This design comes from an exercise in tuning for small area, a short achievable clock period and few clock cycles per item on the open sky130 flow, not from production work.
Function was not checked in any run shown here: the RTL went through the layout flow alone.
Power figures rest on the tool's default switching activity, not on a simulated workload.

[design/flow/design.v]
module CNC(
    clk,
    rst_n,
    IN_VALID,
    MODE,
    IN,
    OUT_VALID,
    OUT
    );
input           clk, rst_n, IN_VALID;
input   [ 1:0]  MODE;
input   [ 7:0]  IN;
output          OUT_VALID;
output  [16:0]  OUT;
reg        OUT_VALID;
reg [16:0] OUT;
reg p1, p2, p3, p4, p5;
reg mul, sub;
reg [4:0]  BO, BT, BN;  
reg [8:0]  X;      
reg [8:0]  S;      
reg [15:0] P;      
wire busy = p1 | p2 | p3;
wire [8:0] V = p4 ? S : {IN[7], IN};
wire [10:0] Vx = {V[8], V, 1'b0};
wire [4:0] vo, vt, vn;
genvar k;
generate for (k = 0; k < 5; k = k + 1) begin : enc
    assign vo[k] = Vx[2*k+1] ^ Vx[2*k];
    assign vt[k] = (Vx[2*k+2] & ~Vx[2*k+1] & ~Vx[2*k]) | (~Vx[2*k+2] & Vx[2*k+1] & Vx[2*k]);
    assign vn[k] = Vx[2*k+2] & ~(Vx[2*k+1] & Vx[2*k]);
end endgenerate
wire       s_keep = p3 | (p2 & !mul);
wire       s_in   = !(p2 & !mul);
wire       s_neg  = p3 & sub;
wire [8:0] s_a    = s_keep ? S : 9'd0;
wire [8:0] s_b    = s_in ? ({IN[7], IN} ^ {9{s_neg}}) : 9'd0;
wire [8:0] s_next = s_a + s_b + s_neg;
reg         g;                                   
reg         a1en;                                
wire [16:0] A1 = a1en ? OUT : 17'd0;
    wire pp0_0 = ((BO[0] & X[0])) ^ BN[0];
    wire pp0_1 = ((BO[0] & X[1]) | (BT[0] & X[0])) ^ BN[0];
    wire pp0_2 = ((BO[0] & X[2]) | (BT[0] & X[1])) ^ BN[0];
    wire pp0_3 = ((BO[0] & X[3]) | (BT[0] & X[2])) ^ BN[0];
    wire pp0_4 = ((BO[0] & X[4]) | (BT[0] & X[3])) ^ BN[0];
    wire pp0_5 = ((BO[0] & X[5]) | (BT[0] & X[4])) ^ BN[0];
    wire pp0_6 = ((BO[0] & X[6]) | (BT[0] & X[5])) ^ BN[0];
    wire pp0_7 = ((BO[0] & X[7]) | (BT[0] & X[6])) ^ BN[0];
    wire pp0_8 = ((BO[0] & X[8]) | (BT[0] & X[7])) ^ BN[0];
    wire pp0_9 = ~(((BO[0] & X[8]) | (BT[0] & X[8])) ^ BN[0]);
    wire pp1_0 = ((BO[1] & X[0])) ^ BN[1];
    wire pp1_1 = ((BO[1] & X[1]) | (BT[1] & X[0])) ^ BN[1];
    wire pp1_2 = ((BO[1] & X[2]) | (BT[1] & X[1])) ^ BN[1];
    wire pp1_3 = ((BO[1] & X[3]) | (BT[1] & X[2])) ^ BN[1];
    wire pp1_4 = ((BO[1] & X[4]) | (BT[1] & X[3])) ^ BN[1];
    wire pp1_5 = ((BO[1] & X[5]) | (BT[1] & X[4])) ^ BN[1];
    wire pp1_6 = ((BO[1] & X[6]) | (BT[1] & X[5])) ^ BN[1];
    wire pp1_7 = ((BO[1] & X[7]) | (BT[1] & X[6])) ^ BN[1];
    wire pp1_8 = ((BO[1] & X[8]) | (BT[1] & X[7])) ^ BN[1];
    wire pp1_9 = ~(((BO[1] & X[8]) | (BT[1] & X[8])) ^ BN[1]);
    wire pp2_0 = ((BO[2] & X[0])) ^ BN[2];
    wire pp2_1 = ((BO[2] & X[1]) | (BT[2] & X[0])) ^ BN[2];
    wire pp2_2 = ((BO[2] & X[2]) | (BT[2] & X[1])) ^ BN[2];
    wire pp2_3 = ((BO[2] & X[3]) | (BT[2] & X[2])) ^ BN[2];
    wire pp2_4 = ((BO[2] & X[4]) | (BT[2] & X[3])) ^ BN[2];
    wire pp2_5 = ((BO[2] & X[5]) | (BT[2] & X[4])) ^ BN[2];
    wire pp2_6 = ((BO[2] & X[6]) | (BT[2] & X[5])) ^ BN[2];
    wire pp2_7 = ((BO[2] & X[7]) | (BT[2] & X[6])) ^ BN[2];
    wire pp2_8 = ((BO[2] & X[8]) | (BT[2] & X[7])) ^ BN[2];
    wire pp2_9 = ~(((BO[2] & X[8]) | (BT[2] & X[8])) ^ BN[2]);
    wire pp3_0 = ((BO[3] & X[0])) ^ BN[3];
    wire pp3_1 = ((BO[3] & X[1]) | (BT[3] & X[0])) ^ BN[3];
    wire pp3_2 = ((BO[3] & X[2]) | (BT[3] & X[1])) ^ BN[3];
    wire pp3_3 = ((BO[3] & X[3]) | (BT[3] & X[2])) ^ BN[3];
    wire pp3_4 = ((BO[3] & X[4]) | (BT[3] & X[3])) ^ BN[3];
    wire pp3_5 = ((BO[3] & X[5]) | (BT[3] & X[4])) ^ BN[3];
    wire pp3_6 = ((BO[3] & X[6]) | (BT[3] & X[5])) ^ BN[3];
    wire pp3_7 = ((BO[3] & X[7]) | (BT[3] & X[6])) ^ BN[3];
    wire pp3_8 = ((BO[3] & X[8]) | (BT[3] & X[7])) ^ BN[3];
    wire pp3_9 = ~(((BO[3] & X[8]) | (BT[3] & X[8])) ^ BN[3]);
    wire pp4_0 = ((BO[4] & X[0])) ^ BN[4];
    wire pp4_1 = ((BO[4] & X[1]) | (BT[4] & X[0])) ^ BN[4];
    wire pp4_2 = ((BO[4] & X[2]) | (BT[4] & X[1])) ^ BN[4];
    wire pp4_3 = ((BO[4] & X[3]) | (BT[4] & X[2])) ^ BN[4];
    wire pp4_4 = ((BO[4] & X[4]) | (BT[4] & X[3])) ^ BN[4];
    wire pp4_5 = ((BO[4] & X[5]) | (BT[4] & X[4])) ^ BN[4];
    wire pp4_6 = ((BO[4] & X[6]) | (BT[4] & X[5])) ^ BN[4];
    wire pp4_7 = ((BO[4] & X[7]) | (BT[4] & X[6])) ^ BN[4];
    wire pp4_8 = ((BO[4] & X[8]) | (BT[4] & X[7])) ^ BN[4];
    wire a2_1 = g & ~P[0];
    wire a2_2 = g & ~P[1];
    wire a2_3 = g & ~P[2];
    wire a2_4 = g & ~P[3];
    wire a2_5 = g & ~P[4];
    wire a2_6 = g & ~P[5];
    wire a2_7 = g & ~P[6];
    wire a2_8 = g & ~P[7];
    wire a2_9 = g & ~P[8];
    wire a2_10 = g & ~P[9];
    wire a2_11 = g & ~P[10];
    wire a2_12 = g & ~P[11];
    wire a2_13 = g & ~P[12];
    wire a2_14 = g & ~P[13];
    wire a2_15 = g & ~P[14];
    wire a2_16 = g & ~P[15];
    wire ts0, tc0;
    CNC_ha uts0 (.a(pp0_6), .b(pp1_4), .s(ts0), .co(tc0));
    wire ts1, tc1;
    CNC_ha uts1 (.a(pp0_7), .b(pp1_5), .s(ts1), .co(tc1));
    wire ts2, ts2x, tc2;
    CNC_x2 uts2a (.a(pp0_8), .b(pp1_6), .s(ts2x));
    CNC_x2 uts2b (.a(ts2x), .b(pp2_4), .s(ts2));
    CNC_mj utc2 (.a(pp0_8), .b(pp1_6), .c(pp2_4), .co(tc2));
    wire ts3, tc3;
    CNC_ha uts3 (.a(pp3_2), .b(pp4_0), .s(ts3), .co(tc3));
    wire ts4 = ~(pp0_9 ^ pp1_7);
    wire tc4 = pp0_9 | pp1_7;
    wire ts5, ts5x, tc5;
    CNC_x2 uts5a (.a(pp2_5), .b(pp3_3), .s(ts5x));
    CNC_x2 uts5b (.a(ts5x), .b(pp4_1), .s(ts5));
    CNC_mj utc5 (.a(pp2_5), .b(pp3_3), .c(pp4_1), .co(tc5));
    wire ts6 = ~(pp1_8 ^ pp2_6);
    wire tc6 = pp1_8 | pp2_6;
    wire ts7, tc7;
    CNC_ha uts7 (.a(pp3_4), .b(pp4_2), .s(ts7), .co(tc7));
    wire ts8, ts8x, tc8;
    CNC_x2 uts8a (.a(pp1_9), .b(pp2_7), .s(ts8x));
    CNC_x2 uts8b (.a(ts8x), .b(pp3_5), .s(ts8));
    CNC_mj utc8 (.a(pp1_9), .b(pp2_7), .c(pp3_5), .co(tc8));
    wire ts9 = ~pp2_8;
    wire tc9 = pp2_8;
    wire ts10, tc10;
    CNC_ha uts10 (.a(pp0_2), .b(pp1_0), .s(ts10), .co(tc10));
    wire ts11, tc11;
    CNC_ha uts11 (.a(pp0_3), .b(pp1_1), .s(ts11), .co(tc11));
    wire ts12, ts12x, tc12;
    CNC_x2 uts12a (.a(pp0_4), .b(pp1_2), .s(ts12x));
    CNC_x2 uts12b (.a(ts12x), .b(pp2_0), .s(ts12));
    CNC_mj utc12 (.a(pp0_4), .b(pp1_2), .c(pp2_0), .co(tc12));
    wire ts13, tc13;
    CNC_ha uts13 (.a(BN[2]), .b(A1[4]), .s(ts13), .co(tc13));
    wire ts14, ts14x, tc14;
    CNC_x2 uts14a (.a(pp0_5), .b(pp1_3), .s(ts14x));
    CNC_x2 uts14b (.a(ts14x), .b(pp2_1), .s(ts14));
    CNC_mj utc14 (.a(pp0_5), .b(pp1_3), .c(pp2_1), .co(tc14));
    wire ts15, tc15;
    CNC_ha uts15 (.a(A1[5]), .b(a2_5), .s(ts15), .co(tc15));
    wire ts16, ts16x, tc16;
    CNC_x2 uts16a (.a(pp2_2), .b(pp3_0), .s(ts16x));
    CNC_x2 uts16b (.a(ts16x), .b(BN[3]), .s(ts16));
    CNC_mj utc16 (.a(pp2_2), .b(pp3_0), .c(BN[3]), .co(tc16));
    wire ts17, ts17x, tc17;
    CNC_x2 uts17a (.a(A1[6]), .b(a2_6), .s(ts17x));
    CNC_x2 uts17b (.a(ts17x), .b(ts0), .s(ts17));
    CNC_mj utc17 (.a(A1[6]), .b(a2_6), .c(ts0), .co(tc17));
    wire ts18, ts18x, tc18;
    CNC_x2 uts18a (.a(pp2_3), .b(pp3_1), .s(ts18x));
    CNC_x2 uts18b (.a(ts18x), .b(A1[7]), .s(ts18));
    CNC_mj utc18 (.a(pp2_3), .b(pp3_1), .c(A1[7]), .co(tc18));
    wire ts19, ts19x, tc19;
    CNC_x2 uts19a (.a(a2_7), .b(tc0), .s(ts19x));
    CNC_x2 uts19b (.a(ts19x), .b(ts1), .s(ts19));
    CNC_mj utc19 (.a(a2_7), .b(tc0), .c(ts1), .co(tc19));
    wire ts20, ts20x, tc20;
    CNC_x2 uts20a (.a(BN[4]), .b(A1[8]), .s(ts20x));
    CNC_x2 uts20b (.a(ts20x), .b(a2_8), .s(ts20));
    CNC_mj utc20 (.a(BN[4]), .b(A1[8]), .c(a2_8), .co(tc20));
    wire ts21, ts21x, tc21;
    CNC_x2 uts21a (.a(tc1), .b(ts3), .s(ts21x));
    CNC_x2 uts21b (.a(ts21x), .b(ts2), .s(ts21));
    CNC_mj utc21 (.a(tc1), .b(ts3), .c(ts2), .co(tc21));
    wire ts22, ts22x, tc22;
    CNC_x2 uts22a (.a(A1[9]), .b(a2_9), .s(ts22x));
    CNC_x2 uts22b (.a(ts22x), .b(tc3), .s(ts22));
    CNC_mj utc22 (.a(A1[9]), .b(a2_9), .c(tc3), .co(tc22));
    wire ts23, ts23x, tc23;
    CNC_x2 uts23a (.a(tc2), .b(ts4), .s(ts23x));
    CNC_x2 uts23b (.a(ts23x), .b(ts5), .s(ts23));
    CNC_mj utc23 (.a(tc2), .b(ts4), .c(ts5), .co(tc23));
    wire ts24, ts24x, tc24;
    CNC_x2 uts24a (.a(A1[10]), .b(a2_10), .s(ts24x));
    CNC_x2 uts24b (.a(ts24x), .b(ts7), .s(ts24));
    CNC_mj utc24 (.a(A1[10]), .b(a2_10), .c(ts7), .co(tc24));
    wire ts25, ts25x, tc25;
    CNC_x2 uts25a (.a(tc4), .b(tc5), .s(ts25x));
    CNC_x2 uts25b (.a(ts25x), .b(ts6), .s(ts25));
    CNC_mj utc25 (.a(tc4), .b(tc5), .c(ts6), .co(tc25));
    wire ts26, ts26x, tc26;
    CNC_x2 uts26a (.a(pp4_3), .b(A1[11]), .s(ts26x));
    CNC_x2 uts26b (.a(ts26x), .b(a2_11), .s(ts26));
    CNC_mj utc26 (.a(pp4_3), .b(A1[11]), .c(a2_11), .co(tc26));
    wire ts27, ts27x, tc27;
    CNC_x2 uts27a (.a(tc7), .b(tc6), .s(ts27x));
    CNC_x2 uts27b (.a(ts27x), .b(ts8), .s(ts27));
    CNC_mj utc27 (.a(tc7), .b(tc6), .c(ts8), .co(tc27));
    wire ts28, ts28x, tc28;
    CNC_x2 uts28a (.a(pp3_6), .b(pp4_4), .s(ts28x));
    CNC_x2 uts28b (.a(ts28x), .b(A1[12]), .s(ts28));
    CNC_mj utc28 (.a(pp3_6), .b(pp4_4), .c(A1[12]), .co(tc28));
    wire ts29, ts29x, tc29;
    CNC_x2 uts29a (.a(a2_12), .b(ts9), .s(ts29x));
    CNC_x2 uts29b (.a(ts29x), .b(tc8), .s(ts29));
    CNC_mj utc29 (.a(a2_12), .b(ts9), .c(tc8), .co(tc29));
    wire ts30, ts30x, tc30;
    CNC_x2 uts30a (.a(pp2_9), .b(pp3_7), .s(ts30x));
    CNC_x2 uts30b (.a(ts30x), .b(pp4_5), .s(ts30));
    CNC_mj utc30 (.a(pp2_9), .b(pp3_7), .c(pp4_5), .co(tc30));
    wire ts31, ts31x, tc31;
    CNC_x2 uts31a (.a(A1[13]), .b(a2_13), .s(ts31x));
    CNC_x2 uts31b (.a(ts31x), .b(tc9), .s(ts31));
    CNC_mj utc31 (.a(A1[13]), .b(a2_13), .c(tc9), .co(tc31));
    wire ts32 = ~(pp3_8 ^ pp4_6);
    wire tc32 = pp3_8 | pp4_6;
    wire ts33, tc33;
    CNC_ha uts33 (.a(A1[14]), .b(a2_14), .s(ts33), .co(tc33));
    wire ts34, ts34x, tc34;
    CNC_x2 uts34a (.a(pp3_9), .b(pp4_7), .s(ts34x));
    CNC_x2 uts34b (.a(ts34x), .b(A1[15]), .s(ts34));
    CNC_mj utc34 (.a(pp3_9), .b(pp4_7), .c(A1[15]), .co(tc34));
    wire ts35 = ~pp4_8;
    wire tc35 = pp4_8;
    wire ts36, tc36;
    CNC_ha uts36 (.a(pp0_1), .b(A1[1]), .s(ts36), .co(tc36));
    wire ts37, ts37x, tc37;
    CNC_x2 uts37a (.a(BN[1]), .b(A1[2]), .s(ts37x));
    CNC_x2 uts37b (.a(ts37x), .b(a2_2), .s(ts37));
    CNC_mj utc37 (.a(BN[1]), .b(A1[2]), .c(a2_2), .co(tc37));
    wire ts38, ts38x, tc38;
    CNC_x2 uts38a (.a(A1[3]), .b(a2_3), .s(ts38x));
    CNC_x2 uts38b (.a(ts38x), .b(tc10), .s(ts38));
    CNC_mj utc38 (.a(A1[3]), .b(a2_3), .c(tc10), .co(tc38));
    wire ts39, ts39x, tc39;
    CNC_x2 uts39a (.a(a2_4), .b(tc11), .s(ts39x));
    CNC_x2 uts39b (.a(ts39x), .b(ts13), .s(ts39));
    CNC_mj utc39 (.a(a2_4), .b(tc11), .c(ts13), .co(tc39));
    wire ts40, ts40x, tc40;
    CNC_x2 uts40a (.a(tc13), .b(ts15), .s(ts40x));
    CNC_x2 uts40b (.a(ts40x), .b(tc12), .s(ts40));
    CNC_mj utc40 (.a(tc13), .b(ts15), .c(tc12), .co(tc40));
    wire ts41, ts41x, tc41;
    CNC_x2 uts41a (.a(tc15), .b(tc14), .s(ts41x));
    CNC_x2 uts41b (.a(ts41x), .b(ts16), .s(ts41));
    CNC_mj utc41 (.a(tc15), .b(tc14), .c(ts16), .co(tc41));
    wire ts42, ts42x, tc42;
    CNC_x2 uts42a (.a(tc16), .b(ts18), .s(ts42x));
    CNC_x2 uts42b (.a(ts42x), .b(tc17), .s(ts42));
    CNC_mj utc42 (.a(tc16), .b(ts18), .c(tc17), .co(tc42));
    wire ts43, ts43x, tc43;
    CNC_x2 uts43a (.a(tc18), .b(ts20), .s(ts43x));
    CNC_x2 uts43b (.a(ts43x), .b(tc19), .s(ts43));
    CNC_mj utc43 (.a(tc18), .b(ts20), .c(tc19), .co(tc43));
    wire ts44, ts44x, tc44;
    CNC_x2 uts44a (.a(tc20), .b(ts22), .s(ts44x));
    CNC_x2 uts44b (.a(ts44x), .b(tc21), .s(ts44));
    CNC_mj utc44 (.a(tc20), .b(ts22), .c(tc21), .co(tc44));
    wire ts45, ts45x, tc45;
    CNC_x2 uts45a (.a(tc22), .b(ts24), .s(ts45x));
    CNC_x2 uts45b (.a(ts45x), .b(tc23), .s(ts45));
    CNC_mj utc45 (.a(tc22), .b(ts24), .c(tc23), .co(tc45));
    wire ts46, ts46x, tc46;
    CNC_x2 uts46a (.a(ts26), .b(tc24), .s(ts46x));
    CNC_x2 uts46b (.a(ts46x), .b(tc25), .s(ts46));
    CNC_mj utc46 (.a(ts26), .b(tc24), .c(tc25), .co(tc46));
    wire ts47, ts47x, tc47;
    CNC_x2 uts47a (.a(tc26), .b(ts28), .s(ts47x));
    CNC_x2 uts47b (.a(ts47x), .b(ts29), .s(ts47));
    CNC_mj utc47 (.a(tc26), .b(ts28), .c(ts29), .co(tc47));
    wire ts48, ts48x, tc48;
    CNC_x2 uts48a (.a(tc28), .b(ts30), .s(ts48x));
    CNC_x2 uts48b (.a(ts48x), .b(ts31), .s(ts48));
    CNC_mj utc48 (.a(tc28), .b(ts30), .c(ts31), .co(tc48));
    wire ts49, ts49x, tc49;
    CNC_x2 uts49a (.a(ts33), .b(tc30), .s(ts49x));
    CNC_x2 uts49b (.a(ts49x), .b(ts32), .s(ts49));
    CNC_mj utc49 (.a(ts33), .b(tc30), .c(ts32), .co(tc49));
    wire ts50, ts50x, tc50;
    CNC_x2 uts50a (.a(a2_15), .b(tc33), .s(ts50x));
    CNC_x2 uts50b (.a(ts50x), .b(tc32), .s(ts50));
    CNC_mj utc50 (.a(a2_15), .b(tc33), .c(tc32), .co(tc50));
    wire ts51, ts51x, tc51;
    CNC_x2 uts51a (.a(A1[16]), .b(a2_16), .s(ts51x));
    CNC_x2 uts51b (.a(ts51x), .b(ts35), .s(ts51));
    CNC_mj utc51 (.a(A1[16]), .b(a2_16), .c(ts35), .co(tc51));
    wire ts52, tc52;
    CNC_ha uts52 (.a(pp0_0), .b(BN[0]), .s(ts52), .co(tc52));
    wire ts53, ts53x, tc53;
    CNC_x2 uts53a (.a(a2_1), .b(g), .s(ts53x));
    CNC_x2 uts53b (.a(ts53x), .b(ts36), .s(ts53));
    CNC_mj utc53 (.a(a2_1), .b(g), .c(ts36), .co(tc53));
    wire ts54, ts54x, tc54;
    CNC_x2 uts54a (.a(tc36), .b(ts10), .s(ts54x));
    CNC_x2 uts54b (.a(ts54x), .b(ts37), .s(ts54));
    CNC_mj utc54 (.a(tc36), .b(ts10), .c(ts37), .co(tc54));
    wire ts55, ts55x, tc55;
    CNC_x2 uts55a (.a(ts11), .b(tc37), .s(ts55x));
    CNC_x2 uts55b (.a(ts55x), .b(ts38), .s(ts55));
    CNC_mj utc55 (.a(ts11), .b(tc37), .c(ts38), .co(tc55));
    wire ts56, ts56x, tc56;
    CNC_x2 uts56a (.a(ts12), .b(tc38), .s(ts56x));
    CNC_x2 uts56b (.a(ts56x), .b(ts39), .s(ts56));
    CNC_mj utc56 (.a(ts12), .b(tc38), .c(ts39), .co(tc56));
    wire ts57, ts57x, tc57;
    CNC_x2 uts57a (.a(ts14), .b(tc39), .s(ts57x));
    CNC_x2 uts57b (.a(ts57x), .b(ts40), .s(ts57));
    CNC_mj utc57 (.a(ts14), .b(tc39), .c(ts40), .co(tc57));
    wire ts58, ts58x, tc58;
    CNC_x2 uts58a (.a(ts17), .b(tc40), .s(ts58x));
    CNC_x2 uts58b (.a(ts58x), .b(ts41), .s(ts58));
    CNC_mj utc58 (.a(ts17), .b(tc40), .c(ts41), .co(tc58));
    wire ts59, ts59x, tc59;
    CNC_x2 uts59a (.a(ts19), .b(tc41), .s(ts59x));
    CNC_x2 uts59b (.a(ts59x), .b(ts42), .s(ts59));
    CNC_mj utc59 (.a(ts19), .b(tc41), .c(ts42), .co(tc59));
    wire ts60, ts60x, tc60;
    CNC_x2 uts60a (.a(ts21), .b(tc42), .s(ts60x));
    CNC_x2 uts60b (.a(ts60x), .b(ts43), .s(ts60));
    CNC_mj utc60 (.a(ts21), .b(tc42), .c(ts43), .co(tc60));
    wire ts61, ts61x, tc61;
    CNC_x2 uts61a (.a(ts23), .b(tc43), .s(ts61x));
    CNC_x2 uts61b (.a(ts61x), .b(ts44), .s(ts61));
    CNC_mj utc61 (.a(ts23), .b(tc43), .c(ts44), .co(tc61));
    wire ts62, ts62x, tc62;
    CNC_x2 uts62a (.a(ts25), .b(tc44), .s(ts62x));
    CNC_x2 uts62b (.a(ts62x), .b(ts45), .s(ts62));
    CNC_mj utc62 (.a(ts25), .b(tc44), .c(ts45), .co(tc62));
    wire ts63, ts63x, tc63;
    CNC_x2 uts63a (.a(ts27), .b(tc45), .s(ts63x));
    CNC_x2 uts63b (.a(ts63x), .b(ts46), .s(ts63));
    CNC_mj utc63 (.a(ts27), .b(tc45), .c(ts46), .co(tc63));
    wire ts64, ts64x, tc64;
    CNC_x2 uts64a (.a(tc27), .b(tc46), .s(ts64x));
    CNC_x2 uts64b (.a(ts64x), .b(ts47), .s(ts64));
    CNC_mj utc64 (.a(tc27), .b(tc46), .c(ts47), .co(tc64));
    wire ts65, ts65x, tc65;
    CNC_x2 uts65a (.a(tc29), .b(ts48), .s(ts65x));
    CNC_x2 uts65b (.a(ts65x), .b(tc47), .s(ts65));
    CNC_mj utc65 (.a(tc29), .b(ts48), .c(tc47), .co(tc65));
    wire ts66, ts66x, tc66;
    CNC_x2 uts66a (.a(tc31), .b(ts49), .s(ts66x));
    CNC_x2 uts66b (.a(ts66x), .b(tc48), .s(ts66));
    CNC_mj utc66 (.a(tc31), .b(ts49), .c(tc48), .co(tc66));
    wire ts67, ts67x, tc67;
    CNC_x2 uts67a (.a(ts34), .b(ts50), .s(ts67x));
    CNC_x2 uts67b (.a(ts67x), .b(tc49), .s(ts67));
    CNC_mj utc67 (.a(ts34), .b(ts50), .c(tc49), .co(tc67));
    wire ts68, ts68x, tc68;
    CNC_x2 uts68a (.a(tc34), .b(ts51), .s(ts68x));
    CNC_x2 uts68b (.a(ts68x), .b(tc50), .s(ts68));
    CNC_mj utc68 (.a(tc34), .b(ts51), .c(tc50), .co(tc68));
    wire [16:0] R0 = {ts68, ts67, ts66, tc64, tc63, tc62, tc61, tc60, tc59, tc58, tc57, tc56, tc55, tc54, tc53, tc52, A1[0]};
    wire [16:0] R1 = {tc67, tc66, tc65, ts65, ts64, ts63, ts62, ts61, ts60, ts59, ts58, ts57, ts56, ts55, ts54, ts53, ts52};
    wire [16:0] M = R0 + R1;
always @(posedge clk) begin
    OUT <= M;
    g    <= p4 & mul;
    a1en <= p3 | (p4 & mul) | ((p1 | p2) & !mul);
    P[15:9] <= OUT[15:9];
    P[8:0]  <= p3 ? X + OUT[8:0] : OUT[8:0];
    BO  <= vo;
    BT  <= vt;
    BN  <= vn;
    S   <= s_next;
    if (!rst_n)          X <= 9'h001;
    else if (p1)         X <= mul ? 9'h001 : 9'h000;
    else if (p2)         X <= mul ? OUT[8:0] : (sub ? 9'h1ff : 9'h001);
    else if (p3)         X <= mul ? -OUT[8:0] : 9'h000;
    else if (p4)         X <= mul ? P[8:0] : 9'h001;
    else                 X <= 9'h001;
end
always @(posedge clk) begin
    if (!(busy | p4 | p5)) begin
        mul <= MODE[1];
        sub <= MODE[0];
    end
end
always @(posedge clk) begin
    if (!rst_n) begin
        p1 <= 1'b0; p2 <= 1'b0; p3 <= 1'b0; p4 <= 1'b0; p5 <= 1'b0;
        OUT_VALID <= 1'b0;
    end else begin
        p1 <= IN_VALID & !busy;
        p2 <= p1;
        p3 <= p2;
        p4 <= p3;
        p5 <= p4;
        OUT_VALID <= p4 | p5;
    end
end
endmodule
module CNC_fa(a, b, c, s, co);
input a, b, c;
output s, co;
assign s = a ^ b ^ c;
assign co = (a & b) | (a & c) | (b & c);
endmodule
module CNC_x2(a, b, s);
input a, b;
output s;
assign s = a ^ b;
endmodule
module CNC_mj(a, b, c, co);
input a, b, c;
output co;
assign co = (a & b) | (a & c) | (b & c);
endmodule
module CNC_ha(a, b, s, co);
input a, b;
output s, co;
assign s = a ^ b;
assign co = a & b;
endmodule
[design/flow/flow/run.sh]
#!/bin/bash
set -euo pipefail
export BUFFER_PORTS_ARGS="-buffer_cell sky130_fd_sc_hd__buf_2"
bash standard.sh > flow_make.log 2>&1
[design/flow/standard.sh]
#!/bin/bash
# synth_recipe.tcl (not shown) runs the flow's synth.tcl, then flattens the netlist and writes it again
# the make line also repeats each setting of config.mk as NAME=value (left out here)
make -C /OpenROAD-flow-scripts/flow DESIGN_CONFIG=/design/flow/config.mk WORK_HOME=/design/flow/orfs CLKGATE_MAP_FILE= SYNTH_SCRIPT=/design/flow/synth_recipe.tcl "${@:-finish}"
[design/flow/config.mk]
export PLATFORM = sky130hd
export DESIGN_NAME = CNC
export DESIGN_NICKNAME = CNC
export VERILOG_FILES = /design/flow/design.v
export SDC_FILE = /design/flow/constraint.sdc
export NUM_CORES = 4
export LEC_CHECK = 0
export CAP_MARGIN = 20
export CORE_MARGIN = 2
export CORE_UTILIZATION = 65
export SETUP_SLACK_MARGIN = 3.5
export SLEW_MARGIN = 20
export SYNTH_HIERARCHICAL = 1
export SYNTH_MINIMUM_KEEP_SIZE = 0
[design/flow/constraint.sdc]
create_clock -name core_clock -period 7.5 [get_ports {clk}]
set_input_delay 1.5000 -clock core_clock [delete_from_list [all_inputs] [get_ports {clk}]]
set_output_delay 1.5000 -clock core_clock [all_outputs]
set_load 0.01 [all_outputs]
==> metrics.md, run 1 <==
| Metric | Value |
|---|---|
| Count of nets left with antenna violations after detail routing | `0` |
| Initial DRC count | `308` |
| Setup skew after layout | `0.0199 ns` |
| Area share of xor/xnor cells in the synthesized design | `25.6%` |
| Most prevalent standard cell on the critical path | `sky130_fd_sc_hd__xor2_1` |
| Final critical-path share of the clock period | `51.6%` |
| Synthesized area divided by synthesized cell count | `8.75 sq um` |
| Number of vias after detailed routing | `5369` |
| Type of the worst setup path | `register to register` |
| Resize count post-CTS | `2` |
| Slew of the pin with the lowest slew margin | `0.947 ns` |
| Most common library cell in the layout ignoring fill and taps | `sky130_fd_sc_hd__xor2_1` |
| WP depth | `13` |
| Number of top-level pins | `31` |
| CP Cell Sequence | `a22oi_1 -> xnor2_1 -> xor2_1 -> xor2_1 -> maj3_2 -> maj3_2 -> xor2_1 -> xor2_1 -> ha_1 -> nand2_1 -> or3_1 -> o31ai_2 -> xor2_1` |
| Overall Global Routing Usage | `28.8%` |
| Buffer and inverter count on the worst path | `0` |
| Share of synthesized cell area in and, or, nand and nor gates | `12.2%` |
| CP Max Fanout | `10` |
| Kind of start point of the critical path | `register` |
| Register-to-register setup slack | `3.63 ns` |
| Final-report max-slew violation count | `0` |
| Die ar. | `11100 sq um` |
| Kind of cell adding the most delay to the critical path | `XOR/XNOR gates` |
| Post-CTS setup buffers | `0` |
| Site row count | `37` |
| Req. time, crit path | `7.80 ns` |
| CTS tree | `done` |
| Post-placement cell area | `6890 sq um` |
| Total number of yosys warnings | `7` |
| Outcome | `timing/DRC/antenna clean` |
| Post-layout net count | `840` |
| Width of the chip | `106 um` |
| Number of synthesized flops with an enable pin | `2` |
| Top_reg_cell synth | `sky130_fd_sc_hd__dfxtp_1` |
| Post-Synthesis Cells | `767` |
| P&R area growth vs syn | `5.82%` |
| Area leader, netlist | `sky130_fd_sc_hd__dfxtp_1` |
| DP Worst Slack | `3.51 ns` |
| Post-DP HPWL | `12100 um` |
| Setup crit start | `X[4]` |
| Total non-filler cell area in the finished layout | `7100 sq um` |
| Overall die height | `106 um` |
| Root buffer selected by CTS | `sky130_fd_sc_hd__clkbuf_8` |
| Clock tree sinks | `75` |
| Multiplexer share of the synthesized area | `2.16%` |
| Pin count of the biggest net entering global routing | `25` |
| Average vias per placed instance | `5.87` |
| Worst r2r path cells | `13` |
| Hold crit path type | `register to register` |
| Post-CTS clock slew at the launch and capture registers of the worst setup and hold paths | `0.08 ns` |
| Cell area after synthesis | `6710 sq um` |
| Max-cap violations | `0` |
| Buffers on Ports | `30` |
| Power per unit of standard cell area | `374 nW/um^2` |
| Effective utilization at floorplan | `65.9%` |
| Adder-cell share of the synthesized area | `19.1%` |
| CP endpoint | `OUT[15]` |
| Total setup violations reported at the end of the flow | `0` |
| RD Place Congestion | `0.903` |
| Clock period minus final worst setup slack | `3.87 ns` |
| Number of buffers on the longest clock path | `2` |
| Hold-fix buffer count after cts | `0` |
| Area share of the leading cell type in the synthesized netlist | `21.8%` |
| Data arrival, critical path | `4.17 ns` |
| Detailed Route WL | `15400 um` |
| Proportion of register bits with asynchronous set or reset after synthesis | `0%` |
| Critical R2R Capture | `OUT[15]` |
| Total inserted antenna cells | `0` |
| Portion of the post-synthesis area used by sequential elements | `22.7%` |
| Compound-cell area share of the yosys netlist | `14.3%` |
| Max frequency | `259 MHz` |
| Master of the slowest instance on the critical path | `sky130_fd_sc_hd__dfxtp_1` |
| Total DRC errors in the routed layout | `0` |
| Core ar. | `10200 sq um` |
| Post-Synthesis Net Count | `834` |
| TritonCTS buffer count | `9` |
| Largest cells by area after synthesis | `sky130_fd_sc_hd__dfxtp_1 22%, sky130_fd_sc_hd__xor2_1 17%, sky130_fd_sc_hd__ha_1 9.3%` |
| Relative slew margins | `36.8%` |
| Number of different library cells in the post-synthesis netlist | `54` |
| Area of the multi-input gates | `4940 sq um` |
| Pleak | `3.08 nW` |
| Final-layout setup total negative slack | `0 ns` |
| # fillers | `860` |
| Finished Core Util | `69.7%` |
| Ratio of cells with drive above 1 in the final layout | `16.1%` |
| Level count of the clock H-tree | `3` |
| Critical register-to-register path startpoint | `X[4]` |
| Number of global-route vias before repair | `5269` |
| Setup repair after global routing missed its margin | `yes` |
| Average wire per standard cell | `16.8 um` |
| Final Hold Vio Count | `0` |
| Largest stage delay, worst path | `0.56 ns` |
| Number of antenna violations at the first check in global routing | `0` |
| Drt first pass iters | `5` |
| Area occupied by registers | `1540 sq um` |
| Fin worst setup slack | `3.63 ns` |
| Synth Register Bits | `75` |
| Combinational family with the most area after synthesis | `XOR/XNOR gates` |
| Worst vdd ir | `257 uV` |
| Highest-count cells in the layout ignoring fill and taps | `132 x sky130_fd_sc_hd__xor2_1, 64 x sky130_fd_sc_hd__xnor2_1, 58 x sky130_fd_sc_hd__dfxtp_1` |
| Latest clock arrival within the worst-skew pair | `0.39 ns` |
| Kind of end point of the critical path | `register` |
| Global-route wire length before repair | `25300 um` |
| Global route total overflow | `0` |
## sequential cells by signal (all words and copies together), names as in the netlist
signal,count
mul,1
p5,1
g,1
p4,1
BT,4
OUT,17
S,9
X,9
p3,1
P,16
sub,1
p2,1
p1,1
BN,5
OUT_VALID,1
a1en,1
BO,5
## Yosys stat by module (local to each module, per instance)
module  flops+latches  cells inside
CNC                75           599
CNC_ha              0             1
CNC_x2              0             1
CNC_mj              0             1
## worst register-to-register path, delay by kind of cell, from the launching register on
| family | cells | cell delay, ns |
|---|---|---|
| XOR/XNOR | 6 | 1.13 |
| adder cells (fa/ha/maj) | 3 | 1.08 |
| flip-flops | 1 | 0.56 |
| AND/OR/NAND/NOR | 2 | 0.55 |
| AO/OA/AOI/OAI | 2 | 0.47 |
## logic make-up after synthesis
group,after synthesis
xor+xnor,196
simple gates,165
compound gates,144
fa+ha+maj,105
flops,75
buf+inv,68
mux,14
## stage by stage
| step | total power [W] | hold WS [ns] | std cells |
|---|---|---|---|
| 6_report | 0.00265 | 0.363 | 914 |
| 3_3_place_gp | 0.00227 | 0.347 | 898 |
| 3_5_place_dp | 0.00231 | 0.356 | 898 |
| 2_1_floorplan | 0.00192 | 0.389 | 767 |
| 5_1_grt | 0.00286 | 0.378 | 914 |
| 4_1_cts | 0.00262 | 0.366 | 914 |
## power breakdown
group	switching [W]	internal, W
clock network	0.000171	0.000131
logic	0.000950	0.000704
registers	0.000165	0.000533
total	0.00129	0.00137
## per-layer routing
layer | share of wire (%) | global-route usage (%)
met1 | 45 | 35.9
met2 | 48 | 49.0
met3 | 5.1 | 6.80
met4 | 1.9 | 9.30
met5 | 0 | 0
## worst min-delay path by stage
stage                  from    end  slack (ns)  cells past startpoint
detailed placement  OUT[11]  P[11]        0.36                      0
CTS                 OUT[11]  P[11]        0.37                      0
floorplan           OUT[10]  P[10]        0.39                      0
global route        OUT[11]  P[11]        0.38                      0
global placement    OUT[11]  P[11]        0.35                      0
finish              OUT[11]  P[11]        0.36                      0
## cells in the mapped netlist (all sizes together), types with 7 or more instances
library cell	count
o21ai	37
a22oi	32
dfxtp	73
and2	21
a221oi	8
xnor2	64
nor2b	29
a211oi	11
ha	50
xor2	132
nand2	51
mux2i	10
nor2	36
inv	33
maj3	51
a21oi	22
clkbuf	30
nor3	7
## cell type report
| class | instances | area share [%] |
|---|---|---|
| Tap cell | 136 | 2.40 |
| Inverter | 33 | 1.75 |
| Clock buffer | 11 | 1.99 |
| Timing Repair Buffer | 30 | 2.12 |
| Multi-Input combinational cell | 624 | 69.5 |
| Sequential cell | 75 | 21.7 |
| Clock inverter | 5 | 0.511 |
==> run 2, diff against run 1 <==
--- a/design/flow/config.mk
+++ b/design/flow/config.mk
@@ -10,3 +10,3 @@
 export CORE_UTILIZATION = 65
-export SETUP_SLACK_MARGIN = 3.5
+export SETUP_SLACK_MARGIN = 4.0
 export SLEW_MARGIN = 20
==> run 2 against run 1 <==
Critical endpoint unchanged. Via count increased by 3.8%. Clock skew increased by 0.0023 ns. Largest power group unchanged. Sequential share of layout area decreased by 1.0 points. Largest cell class unchanged. Still clean on timing, DRC and antenna.
==> metrics.md, run 2 <==
| Metric | Value |
|---|---|
| Outcome | `timing/DRC/antenna clean` |
| Number of different library cells in the post-synthesis netlist | `54 (unchanged)` |
| Count of nets left with antenna violations after detail routing | `0 (unchanged)` |
| Number of buffers on the longest clock path | `2 (unchanged)` |
| Area of the multi-input gates | `5240 sq um (+6.1%)` |
| Proportion of register bits with asynchronous set or reset after synthesis | `0% (unchanged)` |
| Total number of yosys warnings | `7 (unchanged)` |
| Most common library cell in the layout ignoring fill and taps | `sky130_fd_sc_hd__xor2_1` |
| Level count of the clock H-tree | `3 (unchanged)` |
| Number of top-level pins | `31 (unchanged)` |
| Synth Register Bits | `75 (unchanged)` |
| Clock network fraction of design power | `11.2% (-0.2 points)` |
| Post-layout power | `0.00332 W (+25%)` |
| Cell area after synthesis | `6710 sq um (unchanged)` |
| Number of flip-flops in the largest register | `17 (unchanged)` |
| Critical register-to-register path startpoint | `X[8]` |
| Hold crit path type | `register to register` |
| Slew of the pin with the lowest slew margin | `0.684 ns (-0.263 ns)` |
| Overall die height | `106 um (unchanged)` |
| Width of the chip | `106 um (unchanged)` |
| Most numerous cell types in the synthesized netlist | `132 x sky130_fd_sc_hd__xor2_1, 73 x sky130_fd_sc_hd__dfxtp_1, 64 x sky130_fd_sc_hd__xnor2_1` |
| CP Max Fanout | `6 (-4)` |
| Biggest regs | `OUT x17, P x16` |
| Power per unit of standard cell area | `430 nW/um^2 (+15%)` |
| Area occupied by registers | `1600 sq um (+3.6%)` |
| Post-CTS clock slew at the launch and capture registers of the worst setup and hold paths | `0.11 ns (+0.03 ns)` |
| Max frequency | `280 MHz (+8.3%)` |
| Global-route wire length before repair | `27100 um (+6.8%)` |
| Register-to-register setup slack | `3.93 ns (+0.30 ns)` |
| Number of antenna violations at the first check in global routing | `0 (unchanged)` |
| Total setup violations reported at the end of the flow | `0 (unchanged)` |
| Top register by number of flip-flops | `OUT` |
| Setup repair after global routing missed its margin | `yes` |
| Synthesized area divided by synthesized cell count | `8.75 sq um (unchanged)` |
| Portion of the post-synthesis area used by sequential elements | `22.7% (unchanged)` |
| Data arrival, critical path | `3.82 ns (-0.35 ns)` |
| Top_reg_cell synth | `sky130_fd_sc_hd__dfxtp_1` |
| Average vias per placed instance | `5.92 (+0.86%)` |
| Average wire per standard cell | `18.1 um (+7.4%)` |
| P&R area growth vs syn | `15.0%` |
| Number of vias after detailed routing | `5575 (+3.8%)` |
| Buffers on Ports | `30 (unchanged)` |
| Kind of start point of the critical path | `register` |
| Setup crit start | `X[8]` |
| Setup skew after layout | `0.0222 ns (+0.00228 ns)` |
| Site row count | `37 (unchanged)` |
| Latest clock arrival within the worst-skew pair | `0.38 ns (about the same)` |
| Final-report max-slew violation count | `0 (unchanged)` |
| Origin of the worst min-delay path | `OUT[13]` |
| Number of global-route vias before repair | `5617 (+6.6%)` |
| CTS tree | `done` |
| Pin count of the biggest net entering global routing | `24 (-4.0%)` |
| RD Place Congestion | `0.925 (+2.4%)` |
| Worst vdd ir | `343 uV (+33%)` |
| Most frequent cell after synthesis | `sky130_fd_sc_hd__xor2_1` |
| Combinational share of power | `67.7% (+5.4 points)` |
| Area share of the leading cell type in the synthesized netlist | `21.8% (unchanged)` |
| Overall Global Routing Usage | `30.5% (+1.7 points)` |
| Effective utilization at floorplan | `65.9% (unchanged)` |
| Switching power total | `0.00159 W (+24%)` |
| Total DRC errors in the routed layout | `0 (unchanged)` |
| Number of synthesized flops with an enable pin | `2 (unchanged)` |
| Area leader, netlist | `sky130_fd_sc_hd__dfxtp_1` |
| Worst r2r path cells | `15 (+2)` |
| Final critical-path share of the clock period | `47.6% (-3.9 points)` |
| Uppermost metal layer occupied by signal nets | `met4` |
| P_int | `0.00172 W (+26%)` |
| Core ar. | `10200 sq um (unchanged)` |
| Routed length on met1 | `7190 um (+3.0%)` |
| Drt first pass iters | `6 (+1)` |
| Req. time, crit path | `7.75 ns (-0.05 ns)` |
| Length of routed met2 wiring | `8300 um (+13%)` |
| Ratio of cells with drive above 1 in the final layout | `25.2% (+9.2 points)` |
| Post-Synthesis Cells | `767 (unchanged)` |
| Type of the worst setup path | `register to register` |
| Final Hold Vio Count | `0 (unchanged)` |
| Post-Synthesis Net Count | `834 (unchanged)` |
| Detailed Route WL | `17000 um (+11%)` |
| Net Sw Frac | `48.0% (-0.47 points)` |
| Total met3 wirelength after detailed routing | `1120 um (+44%)` |
| Pleak | `3.30 nW (+7.2%)` |
| Clock tree sinks | `75 (unchanged)` |
| Kind of end point of the critical path | `register` |
| Largest cells by area after synthesis | `sky130_fd_sc_hd__dfxtp_1 22%, sky130_fd_sc_hd__xor2_1 17%, sky130_fd_sc_hd__ha_1 9.3%` |
| Global route total overflow | `0 (unchanged)` |
| Relative slew margins | `54.3% (+18 points)` |
| # fillers | `723 (-16%)` |
| Root buffer selected by CTS | `sky130_fd_sc_hd__clkbuf_8` |
| Proportion of power drawn by flip-flops and latches | `21.1% (-5.2 points)` |
| Total inserted antenna cells | `0 (unchanged)` |
| Highest-count cells in the layout ignoring fill and taps | `129 x sky130_fd_sc_hd__xor2_1, 60 x sky130_fd_sc_hd__xnor2_1, 51 x sky130_fd_sc_hd__maj3_2` |
| Hold path depth | `0 (unchanged)` |
| Post-layout net count | `867 (+3.2%)` |
| Final-layout setup total negative slack | `0 ns (unchanged)` |
| Clock period minus final worst setup slack | `3.57 ns (-0.296 ns)` |
| Final worst hold slack | `0.372 ns (+0.00950 ns)` |
| Max-cap violations | `0 (unchanged)` |
| Die ar. | `11100 sq um (unchanged)` |
| TritonCTS buffer count | `9 (unchanged)` |
| Post-DP HPWL | `12200 um (+0.91%)` |
| Initial DRC count | `331 (+7.5%)` |
## run 2: power groups by stage
stage | Combinational, W | Clock, W | Sequential, W
global route | 0.00243 | 0.000385 | 0.000712
detailed placement | 0.00160 | 0 | 0.000701
finish | 0.00225 | 0.000371 | 0.000699
floorplan | 0.00130 | 0 | 0.000624
global placement | 0.00158 | 0 | 0.000700
CTS | 0.00181 | 0.000371 | 0.000693
## run 2: layout make-up
type / count / share of cell area, %
clock buffers: 9 / 1.61
repair buffers: 57 / 4.67
multi-input cells: 624 / 67.9
clock inverters: 7 / 1.28
well taps: 136 / 2.21
inverters: 33 / 1.61
flip-flops and latches: 75 / 20.7
## run 2: path summary, 6_finish.rpt
check	to
worst max-delay path	OUT[15]
worst max register to register	OUT[15]
worst min register to register	P[13]
worst min-delay path	P[13]
## run 2: kinds of logic (layout without fill, tap and decap cells)
family / count (synthesis) / in the layout / share of synthesized area [%]
adder cells (fa/ha/maj): 105 / 105 / 19.1
multiplexers: 14 / 14 / 2.16
AO/OA/AOI/OAI: 144 / 144 / 14.3
buffers and inverters: 68 / 106 / 3.94
AND/OR/NAND/NOR: 165 / 165 / 12.2
flip-flops: 75 / 75 / 22.7
XOR/XNOR: 196 / 196 / 25.6
## run 2: metal layers
metal | vias to the layer above | track usage (%)
li1 | 2713 | -
met1 | 2629 | 37.8
met2 | 196 | 52.4
met3 | 37 | 6.56
met4 | 0 | 10.2
met5 | - | 0
## run 2: modules after synthesis (local to each module, per instance)
module,copies in the design,cells
CNC,1,599
CNC_ha,11,1
CNC_mj,51,1
CNC_x2,106,1
## run 2: what timing repair did
item	in CTS	in global routing
hold buffers	0	0
endpoints found under the hold margin	0	0
buffers inserted	12	13
pin swaps	15	37
resized for setup	64	42
endpoints found under the setup margin	7	9
## run 2: stage by stage
step / instances / util (%) / area (sq um) / setup WS, ns
6_report: 941 / 75.7 / 7710 / 3.93
5_1_grt: 941 / 75.7 / 7710 / 3.82
3_5_place_dp: 900 / 67.8 / 6900 / 3.55
4_1_cts: 928 / 72.7 / 7400 / 4.01
2_1_floorplan: 767 / - / 6710 / 4.00
3_3_place_gp: 900 / 67.8 / 6900 / 3.56
## run 2: critical path, cell delays in order (launching register included)
cell	delay [ns]
sky130_fd_sc_hd__dfxtp_4	0.38
sky130_fd_sc_hd__buf_4	0.15
sky130_fd_sc_hd__a22oi_1	0.21
sky130_fd_sc_hd__xor2_1	0.10
sky130_fd_sc_hd__ha_1	0.28
sky130_fd_sc_hd__inv_1	0.06
sky130_fd_sc_hd__maj3_2	0.32
sky130_fd_sc_hd__buf_4	0.14
sky130_fd_sc_hd__xor2_1	0.17
sky130_fd_sc_hd__maj3_2	0.33
sky130_fd_sc_hd__ha_1	0.38
sky130_fd_sc_hd__a21oi_1	0.30
sky130_fd_sc_hd__o21ai_0	0.17
sky130_fd_sc_hd__a21oi_2	0.18
sky130_fd_sc_hd__o31ai_4	0.10
sky130_fd_sc_hd__xor2_1	0.15
==> run 3, diff against run 2 <==
--- a/design/flow/config.mk
+++ b/design/flow/config.mk
@@ -10,3 +10,3 @@
 export CORE_UTILIZATION = 65
-export SETUP_SLACK_MARGIN = 4.0
+export SETUP_SLACK_MARGIN = 4.5
 export SLEW_MARGIN = 20
==> run 3 against run 2 <==
Sequential power hardly changed. Sequential share of layout area is 1.0 points lower. Synthesized cell count stayed put. Via count is 4.0% higher. Still clean on timing, DRC and antenna. Clock skew is 0.0084 ns lower.
==> metrics.md, run 3 <==
| Metric | Value |
|---|---|
| Outcome | `timing/DRC/antenna clean` |
| CP Max Fanout | `6 (unchanged)` |
| Final worst hold slack | `0.367 ns (-0.00545 ns)` |
| Number of different library cells in the post-synthesis netlist | `54 (unchanged)` |
| Global route total overflow | `0 (unchanged)` |
| Setup skew after layout | `0.0139 ns (-0.00836 ns)` |
| TritonCTS buffer count | `9 (unchanged)` |
| Site row count | `37 (unchanged)` |
| Post-Synthesis Net Count | `834 (unchanged)` |
| Area leader, netlist | `sky130_fd_sc_hd__dfxtp_1` |
| Pleak | `3.48 nW (+5.5%)` |
| Pin count of the biggest net entering global routing | `25 (+4.2%)` |
| Die ar. | `11100 sq um (unchanged)` |
| Data arrival, critical path | `3.78 ns (-0.04 ns)` |
| Power per unit of standard cell area | `445 nW/um^2 (+3.5%)` |
| Post-layout net count | `891 (+2.8%)` |
| Count of nets left with antenna violations after detail routing | `0 (unchanged)` |
| Kind of start point of the critical path | `register` |
| Final critical-path share of the clock period | `46.7% (-0.95 points)` |
| Number of global-route vias before repair | `5667 (+0.89%)` |
| Number of antenna violations at the first check in global routing | `0 (unchanged)` |
| Final Hold Vio Count | `0 (unchanged)` |
| Level count of the clock H-tree | `3 (unchanged)` |
| Effective utilization at floorplan | `65.9% (unchanged)` |
| Setup repair after global routing missed its margin | `yes` |
| Latest clock arrival within the worst-skew pair | `0.38 ns (about the same)` |
| Top register by number of flip-flops | `OUT` |
| Synth Register Bits | `75 (unchanged)` |
| Proportion of register bits with asynchronous set or reset after synthesis | `0% (unchanged)` |
| CTS tree | `done` |
| Slew of the pin with the lowest slew margin | `0.667 ns (-0.0175 ns)` |
| DP Worst Slack | `3.66 ns (+0.109 ns)` |
| Average vias per placed instance | `6.00 (+1.3%)` |
| Fin worst setup slack | `4.00 ns (+0.0714 ns)` |
| Hold-fix buffer count after cts | `0 (unchanged)` |
| Initial DRC count | `320 (-3.3%)` |
| Post-CTS clock slew at the launch and capture registers of the worst setup and hold paths | `0.09 ns (-0.02 ns)` |
| Global-route wire length before repair | `27400 um (+1.1%)` |
| Width of the chip | `106 um (unchanged)` |
| Most common library cell in the layout ignoring fill and taps | `sky130_fd_sc_hd__xor2_1` |
| Post-Synthesis Cells | `767 (unchanged)` |
| Largest cells by area after synthesis | `sky130_fd_sc_hd__dfxtp_1 22%, sky130_fd_sc_hd__xor2_1 17%, sky130_fd_sc_hd__ha_1 9.3%` |
| Average wire per standard cell | `18.7 um (+3.3%)` |
| Number of synthesized flops with an enable pin | `2 (unchanged)` |
| Max-cap violations | `0 (unchanged)` |
| Worst vdd ir | `407 uV (+19%)` |
| Number of flip-flops in the largest register | `17 (unchanged)` |
| Biggest regs | `OUT x17, P x16` |
| Max frequency | `286 MHz (+2.0%)` |
| Top_reg_cell synth | `sky130_fd_sc_hd__dfxtp_1` |
| Buffers on Ports | `30 (unchanged)` |
| Total setup violations reported at the end of the flow | `0 (unchanged)` |
| P&R area growth vs syn | `21.8%` |
| Overall die height | `106 um (unchanged)` |
| Number of top-level pins | `31 (unchanged)` |
| Overall Global Routing Usage | `30.9% (+0.45 points)` |
| Detailed Route WL | `18100 um (+6.1%)` |
| Ratio of cells with drive above 1 in the final layout | `31.7% (+6.5 points)` |
| Number of buffers on the longest clock path | `2 (unchanged)` |
| Root buffer selected by CTS | `sky130_fd_sc_hd__clkbuf_8` |
| Area share of the leading cell type in the synthesized netlist | `21.8% (unchanged)` |
| Relative slew margins | `55.5% (+1.2 points)` |
| Drt first pass iters | `5 (-1)` |
| Req. time, crit path | `7.79 ns (+0.04 ns)` |
| Portion of the post-synthesis area used by sequential elements | `22.7% (unchanged)` |
| Type of the worst setup path | `register to register` |
| Most frequent cell after synthesis | `sky130_fd_sc_hd__xor2_1` |
| Synthesized area divided by synthesized cell count | `8.75 sq um (unchanged)` |
| Post-DP HPWL | `12200 um (about the same)` |
| Most numerous cell types in the synthesized netlist | `132 x sky130_fd_sc_hd__xor2_1, 73 x sky130_fd_sc_hd__dfxtp_1, 64 x sky130_fd_sc_hd__xnor2_1` |
| Hold crit path type | `register to register` |
| Highest-count cells in the layout ignoring fill and taps | `125 x sky130_fd_sc_hd__xor2_1, 53 x sky130_fd_sc_hd__xnor2_1, 51 x sky130_fd_sc_hd__maj3_2` |
| Kind of end point of the critical path | `register` |
| Number of vias after detailed routing | `5796 (+4.0%)` |
| Final-layout setup total negative slack | `0 ns (unchanged)` |
| Cell area after synthesis | `6710 sq um (unchanged)` |
| Clock tree sinks | `75 (unchanged)` |
| Total DRC errors in the routed layout | `0 (unchanged)` |
| Final-report max-slew violation count | `0 (unchanged)` |
| RD Place Congestion | `0.964 (+4.2%)` |
| Core ar. | `10200 sq um (unchanged)` |
| Total number of yosys warnings | `7 (unchanged)` |
| Clock period minus final worst setup slack | `3.50 ns (-0.0714 ns)` |
run 3: cell counts after synthesis:
Identical to the previous run, type by type.
run 3: path summary, 6_finish.rpt:
check,startpoint,to,slack [ns],cells after the start
setup / recovery,X[2],OUT[14],4.00,13
hold / removal,OUT[11],P[11],0.37,0
setup reg to reg,X[2],OUT[14],4.00,13
hold reg to reg,OUT[11],P[11],0.37,0
run 3: critical path, cell delays in order (launching register included):
cell                       delay [ns]
sky130_fd_sc_hd__dfxtp_4         0.38
sky130_fd_sc_hd__clkbuf_2        0.16
sky130_fd_sc_hd__a22oi_2         0.24
sky130_fd_sc_hd__xnor2_2         0.16
sky130_fd_sc_hd__xor2_1          0.19
sky130_fd_sc_hd__xor2_1          0.27
sky130_fd_sc_hd__xor2_1          0.21
sky130_fd_sc_hd__xor2_1          0.13
sky130_fd_sc_hd__maj3_2          0.35
sky130_fd_sc_hd__ha_4            0.31
sky130_fd_sc_hd__nand2_1         0.09
sky130_fd_sc_hd__or3_4           0.43
sky130_fd_sc_hd__o31ai_4         0.25
sky130_fd_sc_hd__xor2_1          0.22
run 3: repair_timing:
item,CTS,global route
pin swaps,40,38
buffers inserted,35,15
endpoints found under the hold margin,0,0
resized for setup,96,40
setup endpoints to repair,14,14
run 3: logic make-up after synthesis:
| kind of cell | after synthesis | share of synthesized area [%] |
|---|---|---|
| AOI/OAI and AO/OA | 144 | 14.3 |
| xor gates and xnor gates | 196 | 25.6 |
| adders and majority gates | 105 | 19.1 |
| buffers and inverters | 68 | 3.94 |
| DFF | 75 | 22.7 |
| muxes | 14 | 2.16 |
| and+or+nand+nor | 165 | 12.2 |
run 3: layer usage:
layer / share of wire [%] / wire length (um) / vias up / GRT usage (%)
li1: - / - / 2753 / -
met1: 43 / 7810 / 2819 / 38.3
met2: 49 / 8880 / 186 / 52.8
met3: 4.8 / 866 / 38 / 5.94
met4: 2.7 / 496 / 0 / 12.4
met5: 0 / 0 / - / 0
run 3: final cells by class:
| type | instances | area, sq um |
|---|---|---|
| clock buffers | 11 | 141 |
| inverters | 33 | 124 |
| well taps | 136 | 170 |
| repair buffers | 81 | 556 |
| clock inverters | 5 | 61.3 |
| fillers | 628 | 2020 |
| diodes | 1 | 2.50 |
| multi-input cells | 624 | 5510 |
| flip-flops and latches | 75 | 1610 |
run 3: where the power goes:
part	switching, W	internal (W)
sequential	0.000169	0.000530
clock	0.000166	0.000164
combinational	0.00141	0.00120
total	0.00175	0.00189
run 3: through the flow:
stage | power (W) | cells | cell area [sq um] | utilization [%]
2_1_floorplan | 0.00204 | 767 | 6960 | -
3_3_place_gp | 0.00237 | 899 | 7040 | 69.1
3_5_place_dp | 0.00241 | 899 | 7040 | 69.1
4_1_cts | 0.00323 | 950 | 7840 | 77.0
5_1_grt | 0.00384 | 965 | 8170 | 80.2
6_report | 0.00364 | 966 | 8170 | 80.2
run 3: modules after synthesis (local to each module, per instance):
module  flip-flops and latches  cells inside  cell area [sq um]
CNC_x2                       0             1               8.76
CNC_ha                       0             1               12.5
CNC                         75           599               5070
CNC_mj                       0             1               11.3

## static timing again, ports no longer ideal
Ports are ideal in the flow. The routed layouts listed here were re-timed in OpenROAD.
Step 1 (the two cells are an assumption about what drives the block):
set clk [get_ports {clk}]
set_driving_cell -lib_cell sky130_fd_sc_hd__clkbuf_16 $clk
set_driving_cell -lib_cell sky130_fd_sc_hd__buf_2 [delete_from_list [all_inputs] $clk]
Step 2 also shifts input and output timing later by t, the mid clock arrival at the registers, as if the neighbouring blocks saw the same clock.
a / b / c = no drivers / after step 1 / after step 2; a / b = the first two.
| run | shift t [ns] | setup slack, ns | worst hold slack (ns) | worst setup path after step 2 | worst data-port slew with drivers (ns) |
|---|---|---|---|---|---|
| run 1 | 0.415 | 3.634 / 3.634 / 3.634 | 0.363 / 0.363 / 0.363 | register to register | 0.03 |
| run 2 | 0.411 | 3.930 / 3.930 / 3.930 | 0.372 / 0.372 / 0.372 | register to register | 0.03 |
| run 3 | 0.407 | 4.001 / 4.001 / 4.001 | 0.367 / 0.367 / 0.367 | register to register | 0.05 |
After both steps every run listed still meets setup and hold.
